Source: an optimization exercise on an open RTL-to-GDS flow (aim: small area). Production flows keep margins and buffers that such runs may drop. At most, simulation tests tie the RTL to the original design; equivalence was not proved. Power is estimated from default activity; no workload was simulated.

==> flow/design.v (excerpt) <==
module b12(
  input            clock,
  input            reset,
  input            start,
  input      [3:0] k,
  output           nloss,
  output     [3:0] nl,
  output reg       speaker
);
export LEC_CHECK = 0
export ABC_AREA = 1
export CAP_MARGIN = 20
export CORE_MARGIN = 2
export CORE_UTILIZATION = 70
export SLEW_MARGIN = 20
create_clock -name core_clock -period 5.0 [get_ports {clock}]
standard.sh (not shown) runs the stock make flow with config.mk's settings and CLKGATE_MAP_FILE= SYNTH_SCRIPT=/design/flow/synth_recipe.tcl, a recipe that flattens the netlist after the stock synthesis.
==> flow/flow/run.sh <==
#!/bin/bash
# Layout flow: the standard ORFS flow (standard.sh) with these changes:
#  1. after the standard synthesis, the combinational cells of the netlist are
#     re-mapped by ABC with an area script; every register instance (name,
#     cell type, connections to D/DE/Q nets) is kept. The new netlist is used
#     only if a SAT proof shows every register input and every output is the
#     same function of the register outputs and inputs as before.
#  2. before floorplan repair, combinational cells start at minimum drive.
#  3. ports are buffered with buf_1; CTS uses clkbuf_8 and no dummy loads.
# Each tool writes its full output to a log file in this folder.
set -o pipefail
here=$(pwd)
R=$here/orfs/results/$FLOW_PLATFORM/b12/base
LIB=$FLOW_HOME/platforms/sky130hd/lib/sky130_fd_sc_hd__tt_025C_1v80.lib
export PRE_FLOORPLAN_TCL=$here/flow/downsize.tcl
export BUFFER_PORTS_ARGS="-buffer_cell sky130_fd_sc_hd__buf_1"
export CTS_ARGS="-sink_clustering_enable -repair_clock_nets -buf_list sky130_fd_sc_hd__clkbuf_8 -dont_use_dummy_load -sink_clustering_size 30 -sink_clustering_max_diameter 150"

bash standard.sh $R/1_2_yosys.v > standard_synth.log 2>&1 || exit 1

# --- re-map the combinational logic
mkdir -p reopt
cp $R/1_2_yosys.v reopt/std.v
python3 flow/filtlib.py $LIB reopt/comb.lib > reopt_filtlib.log 2>&1
cat > reopt/reopt.ys <<YS
read_liberty -ignore_miss_func $LIB
read_verilog reopt/std.v
hierarchy -top $FLOW_TOP
setattr -mod -set keep_hierarchy 1 sky130_fd_sc_hd__dfxtp_1 sky130_fd_sc_hd__edfxtp_1 sky130_fd_sc_hd__conb_1
flatten
opt -purge
abc -liberty reopt/comb.lib -script flow/reopt.abc
opt_clean -purge
stat -liberty $LIB
select $FLOW_TOP
write_verilog -noattr -noexpr -selected reopt/new.v
YS
yosys -l reopt_yosys.log -q reopt/reopt.ys > /dev/null 2>&1
ok=0
if [[ -s reopt/new.v ]]; then
  python3 flow/cutff.py reopt/std.v reopt/a.v > reopt_cut.log 2>&1 &&
  python3 flow/cutff.py reopt/new.v reopt/b.v >> reopt_cut.log 2>&1 &&
  cat > reopt/eq.ys <<YS
read_liberty -ignore_miss_func $LIB
read_verilog reopt/a.v
rename $FLOW_TOP gold
read_verilog reopt/b.v
rename $FLOW_TOP gate
hierarchy -check
flatten
opt_clean
miter -equiv -flatten -make_assert gold gate m
hierarchy -top m
sat -verify -prove-asserts m
YS
  yosys -l reopt_equiv.log -q reopt/eq.ys > /dev/null 2>&1 && grep -q "SUCCESS" reopt_equiv.log && ok=1
fi
nstd=$(grep -cE "sky130_fd_sc_hd__(dfxtp|edfxtp)_" reopt/std.v)
nnew=$(grep -cE "sky130_fd_sc_hd__(dfxtp|edfxtp)_" reopt/new.v 2>/dev/null || echo 0)
if [[ $ok == 1 && $nstd == $nnew ]]; then
  echo "re-mapped netlist proven equivalent; using it" > reopt_result.log
  cp reopt/new.v $R/1_2_yosys.v
else
  echo "re-mapped netlist not used (proof $ok, registers $nstd/$nnew)" > reopt_result.log
fi

bash standard.sh > standard.log 2>&1
Other scripts of this flow, unchanged in this note and not shown: flow/flow/cutff.py, flow/flow/downsize.tcl, flow/flow/filtlib.py, flow/flow/reopt.abc
The first run passed the timing, design-rule and antenna checks.
Then changed:
--- a/flow/flow/run.sh
+++ b/flow/flow/run.sh
@@ -17 +17 @@
-export CTS_ARGS="-sink_clustering_enable -repair_clock_nets -buf_list sky130_fd_sc_hd__clkbuf_8 -dont_use_dummy_load -sink_clustering_size 30 -sink_clustering_max_diameter 150"
+export CTS_ARGS="-sink_clustering_enable -repair_clock_nets -buf_list sky130_fd_sc_hd__clkbuf_8 -dont_use_dummy_load -sink_clustering_size 50 -sink_clustering_max_diameter 250"
After rerunning: Non-clock buffer count does not change. Global-route usage is unchanged. Worst setup slack does not change. Synthesized area does not change. Register-to-register slack is about the same. Maximum frequency is unchanged. Worst hold slack is unchanged. Core utilization stays the same. Design area does not change. Final cell count is unchanged. First-iteration DRC count does not change.


== oak ==
b12, a different RTL version from the one above (not shown whole).
For scale: about 570 cells after synthesis, about 13 I/O pins, about 4500 µm² of cells after synthesis.
clock: 5.0 ns
lec_check: 0
abc_area: 1
cap_margin: 20
core_margin: 2
core_utilization: 40
slew_margin: 20
run.sh (not shown) runs the stock make flow with config.mk's settings and CLKGATE_MAP_FILE= SYNTH_SCRIPT=/design/flow/synth_recipe.tcl, a recipe that flattens the netlist after the stock synthesis.
Stock flow here: none of the scripts above is used.
oak did not stop at any stage, and its layout met the timing, design-rule and antenna checks.
> inputs changed (oak -> pine)
- an added CTS_BUF_LIST of sky130_fd_sc_hd__clkbuf_16
- an added CTS_CLUSTER_SIZE of 50
- an added CTS_CLUSTER_DIAMETER of 200
- a change of CORE_UTILIZATION from 40 to 70
--- outcome ---
oak | stages: all done | timing, DRC, antenna: all pass
pine completed; timing, DRC and antenna clean
pine vs. oak: vertical die dimension went down by about 24%, met3 routing resource usage after global routing now sits higher, fraction of standard cell area that is sequential up 0.75 points, share of cell area taken by multi-input logic gates saw an increase, clock network power share went down by 1.2 points.
pine ends up with higher overall fraction of global-route tracks in use than oak does.
The setup slack of pine is smaller than that of oak.
Layout-stage area growth over the synthesis result for pine is lower than for oak.
Diff oak -> pine: post-route standard cell area excluding fillers fell 90 µm²; wire length rose 8.3%; combinational power share about even.
No run of this note included a check of the RTL's function; only the layout flow was run.


## job 101
b12 again, from the RTL that the note above started with.
export LEC_CHECK = 0
export ABC_AREA = 1
export CAP_MARGIN = 20
export CORE_MARGIN = 2
export CORE_UTILIZATION = 65
export CTS_BUF_LIST = sky130_fd_sc_hd__clkbuf_4 sky130_fd_sc_hd__clkbuf_8
export SLEW_MARGIN = 20
create_clock -name core_clock -period 5.0 [get_ports {clock}]
Setup changes, job 101 to job 102
Settings: a change of CORE_UTILIZATION from 65 to 80; an added CTS_CLUSTER_SIZE of 30; a change of CTS_BUF_LIST from sky130_fd_sc_hd__clkbuf_4 sky130_fd_sc_hd__clkbuf_8 to sky130_fd_sc_hd__clkbuf_8.
### Flow results
Arrival time of the worst setup path (lower): job 101
Min delay of the slowest cell on the worst path across job 101 and job 102: job 101
Job 102: fraction of power spent switching nets higher than job 101
Job 102: final weighted congestion of routability-driven global placement 0.072 above job 101
Job 102: no failed stages, no open violations at the end
Global-route wire length before repair (job 102 over job 101): increase, 1900 um
Job 102 — area added between synthesis and finish 0.50 points higher, job 101 as reference
Job 102 vs. job 101: initial cell density of the core went up by 16 points.
Count of mapped cells out of synthesis: job 102 vs job 101 identical
No functional check of the RTL was part of any run of this note.

-- static timing again, ports no longer ideal --
How much do the figures lean on ideal ports? The routed layouts below were timed once more, with nothing changed but the port constraints.
Step 1 assumes that a clkbuf_16 drives the clock port and a buf_2 every other input.
Step 2 also shifts input and output timing later by t, the mid clock arrival at the registers, as if the neighbouring blocks saw the same clock.
a / b / c = ideal / step 1 / step 2; a / b = the first two.
run	t, ns	setup WS [ns]	worst data-port slew with drivers (ns)	pins driven straight from the clock port
the first run of note 1	0.382	0.708 / 0.708 / 0.708	0.03	1
the second run of note 1	0.382	0.708 / 0.708 / 0.708	0.03	1
oak	0.381	1.315 / 1.274 / 1.655	0.03	1
pine	0.382	1.310 / 1.273 / 1.569	0.03	1
job 101	0.407	1.290 / 1.256 / 1.493	0.03	1
job 102	0.402	1.184 / 1.184 / 1.184	0.03	1
After both steps every run listed still meets setup and hold.
